What follows belongs to an exercise in optimizing a design on an open flow for small area; a production flow would make more cautious choices.
In this exercise RTL edits were held to simulation tests only and were not proved equivalent to the original.
Power figures rest on the tool's default switching activity, not on a simulated workload.

==> flow/design.v <==
module s_axi_reg #(
    parameter DATA_WIDTH = 32,
    parameter ADDR_WIDTH = 32,
    parameter BRAM_QUANTITY = 6,
    parameter INTERNAL_ADDR_RANGE = 128,
    parameter ADDR_QUANTITY = 4
) (
    output logic [DATA_WIDTH * BRAM_QUANTITY - 1:0] m_bram_o,
    input                           clk,
    input                           areset,
    input  logic [ADDR_WIDTH - 1:0] awaddr_i,
    input  logic                    awvalid_i,
    output logic                    awready_o,
    input  logic [DATA_WIDTH - 1:0] wdata_i,
    input  logic [             3:0] wstrb_i,
    input  logic                    wvalid_i,
    output logic                    wready_o,
    input  logic [ADDR_WIDTH - 1:0] araddr_i,
    input  logic                    arvalid_i,
    output logic                    arready_o,
    output logic [DATA_WIDTH - 1:0] rdata_o,
    output logic                    rvalid_o,
    input  logic                    rready_i,
    output logic [             1:0] bresp_o,
    output logic                    bvalid_o,
    input  logic                    bready_i,
    input  logic [2:0] master_status_i,
    output logic       status_read_o,
    output logic       master_start_o
);
  logic [DATA_WIDTH - 1:0] BRAM[0 : BRAM_QUANTITY - 1];
  generate
    for (genvar j = 0; j < BRAM_QUANTITY; j++) begin : g_bram_o
      assign m_bram_o[j*DATA_WIDTH +: DATA_WIDTH] = BRAM[j];
    end
  endgenerate
  logic [ADDR_WIDTH - 1:0] write_addr;
  logic [ADDR_WIDTH - 1:0] read_addr;
  logic [DATA_WIDTH - 1:0] wdata_ff;
  logic [DATA_WIDTH - 1:0] rdata_ff;
  logic [             3:0] wstrb_ff;
  logic                    has_addr;
  logic                    has_data;
  logic                    awrite_handshake;
  logic                    write_handshake;
  logic                    resp_handshake;
  logic                    aread_handshake;
  logic                    read_handshake;
  logic                    awcorrect;
  logic                    can_write;
  logic [ADDR_WIDTH - 1:0] write_addr_index;
  assign awrite_handshake = awvalid_i && awready_o;
  assign aread_handshake = arvalid_i && arready_o;
  assign write_handshake = wvalid_i && wready_o;
  assign read_handshake = rvalid_o && rready_i;
  assign awcorrect = write_addr < BRAM_QUANTITY - 1;
  assign write_addr_index = write_addr;
  assign can_write = has_addr && has_data && awcorrect;
  assign rdata_o = rdata_ff;
  always_ff @(posedge clk or negedge areset) begin
    if (~areset) begin
      master_start_o <= '0;
    end else begin
      if (resp_handshake && write_addr == 0 && wdata_ff == 1) begin
        master_start_o <= 1;
      end
      if (master_start_o == 1) begin
        master_start_o <= 0;
      end
    end
  end
  always_ff @(posedge clk or negedge areset) begin
    if (~areset) begin
      awready_o <= 1;
    end else begin
      if (awrite_handshake) begin
        awready_o <= 0;
      end
      if (resp_handshake) begin
        awready_o <= 1;
      end
    end
  end
  always_ff @(posedge clk or negedge areset) begin
    if (~areset) begin
      arready_o <= 1;
    end else begin
      if (aread_handshake) begin
        arready_o <= 0;
      end
      if (read_handshake) begin
        arready_o <= 1;
      end
    end
  end
  always_ff @(posedge clk or negedge areset) begin
    if (~areset) begin
      write_addr <= 0;
    end else begin
      if(awrite_handshake) begin
        write_addr <= (awaddr_i[ADDR_QUANTITY * 4:0] >> 2);
      end
    end
  end
  assign read_addr = (araddr_i[ADDR_QUANTITY * 4:0] >> 2);
  always_ff @(posedge clk or negedge areset) begin
    if (~areset) begin
      wready_o <= 1;
    end else begin
      if (write_handshake) begin
        wready_o <= 0;
      end
      if (resp_handshake) begin
        wready_o <= 1;
      end
    end
  end
  always_ff @(posedge clk or negedge areset) begin
    if (~areset) begin
      rvalid_o <= 0;
    end else begin
      if (aread_handshake) begin
        rvalid_o <= 1;
      end
      if (read_handshake) begin
        rvalid_o <= 0;
      end
    end
  end
  always_ff @(posedge clk or negedge areset) begin
    if (~areset) begin
      wdata_ff <= 0;
      wstrb_ff <= 0;
    end else begin
      if (write_handshake) begin
        wdata_ff <= wdata_i;
        wstrb_ff <= wstrb_i;
      end
    end
  end
  generate
    for (genvar i = 0; i < BRAM_QUANTITY; i++) begin : g_bram
      always_ff @(posedge clk or negedge areset) begin
        if (~areset) begin
          BRAM[i] <= 0;
        end else begin
          if (can_write && write_addr_index == i) begin
            if (wstrb_ff[0] == 1) BRAM[i][7:0] <= wdata_ff[7:0];
            if (wstrb_ff[1] == 1) BRAM[i][(8*1)+7:(8*1)] <= wdata_ff[(8*1)+7:(8*1)];
            if (wstrb_ff[2] == 1) BRAM[i][(8*2)+7:(8*2)] <= wdata_ff[(8*2)+7:(8*2)];
            if (wstrb_ff[3] == 1) BRAM[i][(8*3)+7:(8*3)] <= wdata_ff[(8*3)+7:(8*3)];
          end
        end
      end
    end
  endgenerate
  always_ff @(posedge clk or negedge areset) begin
    if (~areset) begin
      rdata_ff <= 0;
    end else begin
      if (aread_handshake) begin
        rdata_ff <= read_addr < BRAM_QUANTITY - 1 ? BRAM[read_addr[2:0]] : DATA_WIDTH'(master_status_i);
      end
    end
  end
  assign status_read_o = aread_handshake && read_addr >= BRAM_QUANTITY - 1 ? 1 : 0;
  assign resp_handshake = bvalid_o && bready_i;
  always_ff @(posedge clk or negedge areset) begin
    if (~areset) begin
      bvalid_o <= 0;
    end else begin
      if (has_addr && has_data) begin
        bvalid_o <= 1;
      end
      if (resp_handshake) begin
        bvalid_o <= 0;
      end
    end
  end
  always_ff @(posedge clk or negedge areset) begin
    if (~areset) begin
      bresp_o <= 0;
    end else begin
      if (has_addr) begin
        bresp_o <= awcorrect ? 0 : 2;
      end
      if (resp_handshake) begin
        bresp_o <= 0;
      end
    end
  end
  always_ff @(posedge clk or negedge areset) begin
    if (~areset) begin
      has_addr <= 0;
    end else begin
      if (awrite_handshake) begin
        has_addr <= 1;
      end
      if (resp_handshake) begin
        has_addr <= 0;
      end
    end
  end
  always_ff @(posedge clk or negedge areset) begin
    if (~areset) begin
      has_data <= 0;
    end else begin
      if (write_handshake) begin
        has_data <= 1;
      end
      if (resp_handshake) begin
        has_data <= 0;
      end
    end
  end
endmodule
module m_axi_reg #(
    parameter DATA_WIDTH = 32,
    parameter ADDR_WIDTH = 32,
    parameter BRAM_QUANTITY = 6,
    parameter AWSIZE = (DATA_WIDTH >> 3)
) (
    input                           clk,
    input                           areset,
    input  logic [DATA_WIDTH * BRAM_QUANTITY - 1:0] bram_i,
    output logic [             3:0] awid_o,
    output logic [             7:0] awlen_o,
    output logic [             2:0] awsize_o,
    output logic [             1:0] awburst_o,
    output logic [ADDR_WIDTH - 1:0] awaddr_o,
    output logic                    awvalid_o,
    input  logic                    awready_i,
    output logic [             3:0] wid_o,
    output logic [DATA_WIDTH - 1:0] wdata_o,
    output logic [             3:0] wstrb_o,
    output logic                    wlast_o,
    output logic                    wvalid_o,
    input  logic                    wready_i,
    input  logic [             3:0] bid_i,
    input  logic [             1:0] bresp_i,
    input  logic                    bvalid_i,
    output logic                    bready_o,
    output logic [             2:0] master_status_o,
    input  logic                    status_read_i,
    input  logic                    master_start_i
);
  logic [DATA_WIDTH - 1:0]             current_burst_cnt;
  logic [DATA_WIDTH - 1:0]             burst_len;
  logic [             3:0] awid_ff;
  localparam ENABLED = 0, ADDR_W_0 = 1, ADDR_W_1 = 2, LENGTH = 3, INCR_STEP = 4, BTYPE = 5, STATUS = 6;
  logic [DATA_WIDTH - 1:0] BRAM [0 : BRAM_QUANTITY - 1];
  generate
    for (genvar j = 0; j < BRAM_QUANTITY; j++) begin : g_bram_i
      assign BRAM[j] = bram_i[j*DATA_WIDTH +: DATA_WIDTH];
    end
  endgenerate
  logic                     awrite_handshake;
  logic                     write_handshake;
  logic                     response_handshake;
  logic                     is_last_burst;
  logic [DATA_WIDTH - 1:0]  counter_ff;
  logic                     start_transaction;
  logic                     making_transaction;
  logic                     burst_processing;
  logic                     finished_transaction;
  logic                     enabled_last;
  assign awrite_handshake = awvalid_o && awready_i;
  assign write_handshake = wvalid_o && wready_i;
  assign response_handshake = bvalid_i && bready_o;
  assign is_last_burst = current_burst_cnt + 1 >= burst_len;
  assign awid_o = awid_ff;
  assign wid_o = awid_ff;
  always_ff @(posedge clk or negedge areset) begin
    if (~areset) begin
      master_status_o <= '0;
    end else begin
      if(status_read_i) begin
        master_status_o <= '0;
      end
      if(response_handshake) begin
        master_status_o <= { 1'b1, bresp_i };
      end
    end
  end
  always_ff @(posedge clk or negedge areset) begin
    if (~areset) begin
      awid_ff <= '0;
    end else begin
      if(finished_transaction) begin
        awid_ff <= awid_ff + 1;
      end
    end
  end
  assign start_transaction = master_start_i;
  always_ff @(posedge clk or negedge areset) begin
    if (~areset) begin
      making_transaction <= '0;
    end else begin
      if(start_transaction) begin
        making_transaction <= 1;
      end
      if(response_handshake) begin
        making_transaction <= 0;
      end
    end
  end
  always_ff @(posedge clk or negedge areset) begin
    if (~areset) begin
      finished_transaction <= '0;
    end else begin
      if(finished_transaction) begin
        finished_transaction <= 0;
      end
      if(response_handshake) begin
        finished_transaction <= 1;
      end
    end
  end
  always_ff @(posedge clk or negedge areset) begin
    if (~areset) begin
      burst_processing <= 0;
    end else begin
      if(awrite_handshake) begin
        burst_processing <= 1;
      end
      if(wlast_o && write_handshake) begin
        burst_processing <= 0;
      end
    end
  end
  always_ff @(posedge clk or negedge areset) begin
    if (~areset) begin
      awvalid_o <= '0;
    end else begin
      if(start_transaction && !making_transaction) begin
        awvalid_o <= 1;
      end
      if(awrite_handshake) begin
        awvalid_o <= 0;
      end
    end
  end
  assign awaddr_o = ADDR_WIDTH'({ BRAM[ADDR_W_1], BRAM[ADDR_W_0] });
  always_ff @(posedge clk or negedge areset) begin
    if (~areset) begin
      wvalid_o <= '0;
    end else begin
      if(burst_processing && !wvalid_o) 
        wvalid_o <= 1;
      if(write_handshake) 
        wvalid_o <= 0;
    end
  end
  always_ff @(posedge clk or negedge areset) begin
    if (~areset) begin
      wdata_o <= '0;
      wstrb_o <= '1;
    end else begin
      if(awrite_handshake) begin
        wdata_o <= counter_ff;
      end
      if(burst_processing && write_handshake) begin
        wdata_o <= counter_ff + BRAM[INCR_STEP];
      end
    end
  end
  always_ff @(posedge clk or negedge areset) begin
    if (~areset) begin
      bready_o <= '0;
    end else begin
      if(awrite_handshake) begin
        bready_o <= 1;
      end
      if(response_handshake) begin
        bready_o <= 0;
      end
    end
  end
  always_ff @(posedge clk or negedge areset) begin
    if (~areset) begin
      awburst_o <= 0;
      awsize_o <= 'b010;
    end else begin
      if(start_transaction)
      begin
        awburst_o <= 2'b01;
        awsize_o <= 3'b010;
      end
    end
  end
  always_ff @(posedge clk or negedge areset) begin
    if (~areset) begin
      awlen_o <= 0;
    end else begin
      if(start_transaction) begin
        awlen_o <= 8'((BRAM[LENGTH] / AWSIZE) - 1);
      end
    end
  end
  assign wlast_o = is_last_burst;
  assign burst_len = DATA_WIDTH'(awlen_o) + 1;
  always_ff @(posedge clk or negedge areset) begin
    if (~areset) begin
      current_burst_cnt <= 0;
    end else begin
      if(start_transaction && !making_transaction) begin
        current_burst_cnt <= 0;
      end
      if(burst_processing && write_handshake) begin
        if(is_last_burst) 
          current_burst_cnt <= 0;
        else 
          current_burst_cnt <= current_burst_cnt + 1;
      end
    end
  end
  always_ff @(posedge clk or negedge areset) begin
    if (~areset) begin
      counter_ff <= '0;
    end else begin
      if(burst_processing && write_handshake) begin
        counter_ff <= counter_ff + BRAM[INCR_STEP];
      end
      if(finished_transaction) begin
        counter_ff <= '0;
      end
    end
  end
endmodule
module master_top#(
    parameter DATA_WIDTH = 32,
    parameter ADDR_WIDTH = 32,
    parameter BRAM_QUANTITY = 6,
    parameter INTERNAL_ADDR_RANGE = 128
)(
    input                           clk,
    input                           areset,
    input  logic [             3:0] awid_i,
    input  logic [ADDR_WIDTH - 1:0] awaddr_i,
    input  logic                    awvalid_i,
    output logic                    awready_o,
    input  logic [             3:0] wid_i,
    input  logic [DATA_WIDTH - 1:0] wdata_i,
    input  logic [             3:0] wstrb_i,
    input  logic                    wlast_i,
    input  logic                    wvalid_i,
    output logic                    wready_o,
    input  logic [             3:0] arid_i,
    input  logic [ADDR_WIDTH - 1:0] araddr_i,
    input  logic                    arvalid_i,
    output logic                    arready_o,
    output logic [             3:0] rid_o,
    output logic [DATA_WIDTH - 1:0] rdata_o,
    output logic                    rlast_o,
    output logic                    rvalid_o,
    input  logic                    rready_i,
    output logic [             3:0] bid_o,
    output logic [             1:0] bresp_o,
    output logic                    bvalid_o,
    input  logic                    bready_i,
    output logic [             3:0] m_awid_o,
    output logic [             7:0] m_awlen_o,
    output logic [             2:0] m_awsize_o,
    output logic [             1:0] m_awburst_o,
    output logic [ADDR_WIDTH - 1:0] m_awaddr_o,
    output logic                    m_awvalid_o,
    input  logic                    m_awready_i,
    output logic [             3:0] m_wid_o,
    output logic [DATA_WIDTH - 1:0] m_wdata_o,
    output logic [             3:0] m_wstrb_o,
    output logic                    m_wlast_o,
    output logic                    m_wvalid_o,
    input  logic                    m_wready_i,
    input  logic [             3:0] m_bid_i,
    input  logic [             1:0] m_bresp_i,
    input  logic                    m_bvalid_i,
    output logic                    m_bready_o
);
wire [DATA_WIDTH * BRAM_QUANTITY - 1:0] m_bram;
assign rid_o   = 4'd0;
assign bid_o   = 4'd0;
assign rlast_o = 1'b1;
wire [             2:0] master_status;
wire                    master_start;
wire                    status_read;
s_axi_reg #(
    .DATA_WIDTH (DATA_WIDTH),
    .ADDR_WIDTH (ADDR_WIDTH),
    .BRAM_QUANTITY (BRAM_QUANTITY),
    .INTERNAL_ADDR_RANGE (INTERNAL_ADDR_RANGE)
) axi_slave_0
(
    .clk            (clk),
    .areset         (areset),
    .m_bram_o       (m_bram),
    .awaddr_i       (awaddr_i),
    .awvalid_i      (awvalid_i),
    .awready_o      (awready_o),
    .wdata_i        (wdata_i),
    .wstrb_i        (wstrb_i),
    .wvalid_i       (wvalid_i),
    .wready_o       (wready_o),
    .bresp_o        (bresp_o),
    .bvalid_o       (bvalid_o),
    .araddr_i       (araddr_i),
    .arvalid_i      (arvalid_i),
    .rready_i       (rready_i),
    .bready_i       (bready_i),
    .arready_o      (arready_o),
    .rvalid_o       (rvalid_o),
    .rdata_o        (rdata_o),
    .master_status_i(master_status),
    .status_read_o  (status_read),
    .master_start_o (master_start)
);
m_axi_reg #(
    .DATA_WIDTH (DATA_WIDTH),
    .ADDR_WIDTH (ADDR_WIDTH),
    .BRAM_QUANTITY (BRAM_QUANTITY)
) axi_master_0
(
    .clk            (clk),
    .areset         (areset),
    .bram_i         (m_bram),
    .awid_o         (m_awid_o),
    .awlen_o        (m_awlen_o),
    .awsize_o       (m_awsize_o),
    .awburst_o      (m_awburst_o),
    .awaddr_o       (m_awaddr_o),
    .awvalid_o      (m_awvalid_o),
    .awready_i      (m_awready_i),
    .wid_o          (m_wid_o),
    .wdata_o        (m_wdata_o),
    .wstrb_o        (m_wstrb_o),
    .wlast_o        (m_wlast_o),
    .wvalid_o       (m_wvalid_o),
    .wready_i       (m_wready_i),
    .bid_i          (m_bid_i),
    .bresp_i        (m_bresp_i),
    .bvalid_i       (m_bvalid_i),
    .bready_o       (m_bready_o),
    .master_status_o(master_status),
    .status_read_i  (status_read),
    .master_start_i (master_start)
);
endmodule
==> flow/run.sh <==
#!/bin/bash
# synth_recipe.tcl (not shown) runs the flow's synth.tcl, then flattens the netlist and writes it again
# the make line also repeats each setting of config.mk as NAME=value (left out here)
make -C /OpenROAD-flow-scripts/flow DESIGN_CONFIG=/design/flow/config.mk WORK_HOME=/design/flow/orfs CLKGATE_MAP_FILE= SYNTH_SCRIPT=/design/flow/synth_recipe.tcl finish
==> flow/config.mk <==
export PLATFORM = sky130hd
export DESIGN_NAME = master_top
export DESIGN_NICKNAME = master_top
export VERILOG_FILES = /design/flow/design.v
export SDC_FILE = /design/flow/constraint.sdc
export NUM_CORES = 4
export LEC_CHECK = 0
export CAP_MARGIN = 20
export CORE_MARGIN = 2
export CORE_UTILIZATION = 40
export PLACE_DENSITY = 0.6
export SLEW_MARGIN = 20
==> flow/constraint.sdc <==
create_clock -name core_clock -period 8.0 [get_ports {clk}]
set_input_delay 1.6000 -clock core_clock [delete_from_list [all_inputs] [get_ports {clk}]]
set_output_delay 1.6000 -clock core_clock [all_outputs]
set_load 0.01 [all_outputs]
==> out/results.ini <==
[power]
irDropWorstVdd_mv=0.197
p_sw_share_pct=27.7
p_switching_mw=1.45
seq_power_share_pct=49.0
comb_power_share_pct=11.9
leakagePower_nw=10.9
power.total_mw=5.23
clkPwrFrac_pct=39.1
p_int_mw=3.78
cellPowerDensity_nw_per_um2=226

[clocking]
clock_sinks=402
cts_resized=0
cts_tree=yes
cts_buffers=44
cts_setup_buffers=0
h-tree-depth=2
clockRootBuffer=clkbuf_16
clk_pin_slew_worst_paths_ns=0.06
clk_latency_ns=0.59
cts-hold-fix-buffers=0
cts.path.max_buffers=3

[placement]
place.port_buffers=200
globalplace.congestion=0.886
dp_hpwl_um=35700

[floorplan]
fp.coreArea_um2=47700
num_io_pins=270
die_h_um=224
fp.dieW_um=224
initial_core_util_pct=40.5
die_area_um2=50100
placementRows=80

[grt]
antenna_found_initial=2
grt_max_degree=185
grt_pass1_wl_um=80400
first_global_vias=14100
gr-usage-all-layers_pct=20.6
grt-ovfl-total=0

[synthesis]
synth_cell_types=75
async_flop_share_pct=100
synthDominantCellAreaShare_pct=51.7
syn-cell-area_um2=19300
synth_edf_count=0
ys.flop_type=dfrtp_1
syn_avg_cell_area_um2=11.1
ys_ff_latch=402
yosysWarnings=4
synth_top_area_cell=dfrtp_1
synthCells=1743
ys_top_cells_by_area=dfrtp_1, mux2_2, a21oi_1
ys_seq_area_share_pct=52.1

[timing]
report.final.slew_viol_count=0
period_share_pct=72.5
fin_skew_ns=0.0124
fmax_ghz=0.172
setup_tns_ns=0
relSlewSlack_pct=27.3
setup_viol=0
rsz0062_at_grt=no
worst_pin_slew_ns=1.09
post-route-min-period_ns=5.80
hold_violations=0

[critical_path]
cp.arrival_ns=4.20
start_kind=register
endpoint_kind=output pin
criticalPathCategory=reg -> out
cp.required_ns=6.40
critical_path.max_fanout=10

[routing]
drtPass1Iterations=5
drcViolationCount=0
wl_um=51800
ant_nets=0
num_vias=14000
viasPerCell=5.50
drt_iter0_drc=869
routedWlPerCell_um=20.4

[job]
cap_violations=0

[finish]
drive_gt1_share_pct=17.1
area_delta_synth_final_pct=19.6
diodes=0
nNetsFinal=2061

[worst_hold_path]
hold_class=reg -> reg

[outcome]
outcome=timing/DRC/antenna clean

layout by cell type, fill, tap and decap left out, drive strengths merged, types with 10 or more instances in the layout:
master / instances
dfrtp: 399
mux2: 217
clkdlybuf4s50: 197
nand2: 159
a21oi: 130
o21ai: 94
nor2: 83
clkbuf: 65
mux2i: 64
ha: 44
and3: 37
xnor2: 33
inv: 33
nand3: 30
xor2: 23
a22o: 22
a211oi: 21
a31oi: 20
nor4: 20
a21o: 20
o31ai: 19
nand4: 18
o221ai: 18
conb: 18
buf: 17
nor3: 14
o22ai: 10
critical path, cell delays in order (launching register included):
cell,delay (ns)
dfrtp_1,0.46
and3_2,0.24
and3_1,0.40
nand2_1,0.12
xnor2_1,0.21
ha_1,0.28
a21o_1,0.18
a21oi_1,0.19
o2111ai_1,0.12
nor4_1,0.23
o211ai_1,0.24
or3_1,0.45
clkdlybuf4s50_1,0.51
power groups by stage:
stage,clock [mW],sequential (mW),combinational (mW)
2_1_floorplan,0,2.46,0.360
3_3_place_gp,0,2.59,0.611
3_5_place_dp,0,2.60,0.626
4_1_cts,2.09,2.56,0.628
5_1_grt,2.17,2.60,0.675
6_report,2.05,2.56,0.619
per-stage QoR:
step	hold WS [ns]	util, %	cell area, um^2	std cells	setup WS [ns]
after floorplan	0.429	-	19400	1759	3.73
after detailed placement	0.367	45.3	21600	2456	2.79
after CTS	0.381	48.4	23100	2535	2.14
after global routing	0.386	48.4	23100	2535	1.88
after global placement	0.364	45.3	21600	2456	2.79
final	0.375	48.4	23100	2535	2.20
layout make-up:
cell class                      count  area [um^2]
Tap cell                          615          769
Fill cell                        4379        24600
Clock inverter                     14          178
Clock buffer                       65         1270
Multi-Input combinational cell   1194         8590
Inverter                           31          116
Timing Repair Buffer              214         2110
Sequential cell                   402        10100
logic make-up (layout without fill, tap and decap cells):
logic type / Yosys count / in the layout / share of synthesized area (%)
muxes: 281 / 281 / 16.0
and+or+nand+nor: 399 / 399 / 9.89
buffers and inverters: 163 / 324 / 3.76
adders and majority gates: 45 / 45 / 2.95
other: 2 / 18 / 0.0389
xor gates and xnor gates: 56 / 56 / 2.54
AOI/OAI and AO/OA: 395 / 395 / 12.7
DFF: 402 / 402 / 52.1
path summary, 6_finish.rpt:
| path | startpoint | endpoint | slack [ns] | depth (start not counted) |
|---|---|---|---|---|
| worst max-delay path | axi_master_0.current_burst_cnt[2]$_DFFE_PN0P_ | m_wlast_o | 2.20 | 12 |
| worst max register to register | axi_master_0.current_burst_cnt[2]$_DFFE_PN0P_ | axi_master_0.current_burst_cnt[2]$_DFFE_PN0P_ | 4.49 | 12 |
| worst min-delay path | axi_slave_0.BRAM[5][0]$_DFFE_PN0P_ | axi_slave_0.BRAM[5][0]$_DFFE_PN0P_ | 0.38 | 0 |
| max in group asynchronous | areset | axi_slave_0.BRAM[4][24]$_DFFE_PN0P_ | 5.46 | 2 |
| min in group asynchronous | areset | axi_master_0.current_burst_cnt[29]$_DFFE_PN0P_ | 1.03 | 1 |
| worst min register to register | axi_slave_0.BRAM[5][0]$_DFFE_PN0P_ | axi_slave_0.BRAM[5][0]$_DFFE_PN0P_ | 0.38 | 0 |
registers in the layout (all words and copies together) (netlist names), 4 cells and up:
name	flops
axi_master_0.current_burst_cnt	32
axi_master_0.wdata_o	32
axi_slave_0.write_addr	15
axi_slave_0.wdata_ff	32
axi_master_0.awid_ff	4
axi_master_0.awlen_o	8
axi_slave_0.BRAM	192
axi_slave_0.rdata_ff	32
axi_master_0.counter_ff	32
axi_slave_0.wstrb_ff	4
synthesized netlist by cell type, drive strengths merged, types with 21 or more instances:
cell type,count
a211oi,21
a21oi,130
a22o,22
and3,37
buf,30
clkbuf,101
dfrtp,399
ha,44
inv,31
mux2,217
mux2i,64
nand2,159
nand3,30
nor2,83
o21ai,94
xnor2,33
xor2,23
metal layers:
layer	track usage [%]	vias up	share of wire [%]
met2	33.2	358	47
li1	-	6583	-
met4	6.45	0	2.3
met1	28.5	6942	46
met5	0	-	0
met3	3.38	70	5.1

==> re-timing with driven ports <==
Ports are ideal in the flow. The routed layout listed here was re-timed in OpenROAD.
Step 1 (the two cells are an assumption about what drives the block):
set clk [get_ports {clk}]
set_driving_cell -lib_cell sky130_fd_sc_hd__clkbuf_16 $clk
set_driving_cell -lib_cell sky130_fd_sc_hd__buf_2 [delete_from_list [all_inputs] $clk]
Step 2 adds t to the input delays and takes it off the output delays; t is the mean of the earliest and latest rising clock arrival at the registers after step 1. Input paths then give back, and output paths get back, about the clock's delay inside the block.
Slacks: no drivers / after step 1 / after step 2; pairs: no drivers / after step 1.
t, ns: 0.643
setup WS [ns]: 2.198 / 2.137 / 2.780
hold WS [ns]: 0.375 / 0.375 / 0.375
worst setup path at the end: register to output
worst slew at a driven data input, ns: 0.05
After both steps setup and hold are still met in this run. For this run, drivers alone change the setup slack by -0.061 ns; drivers and shift together by +0.582 ns.
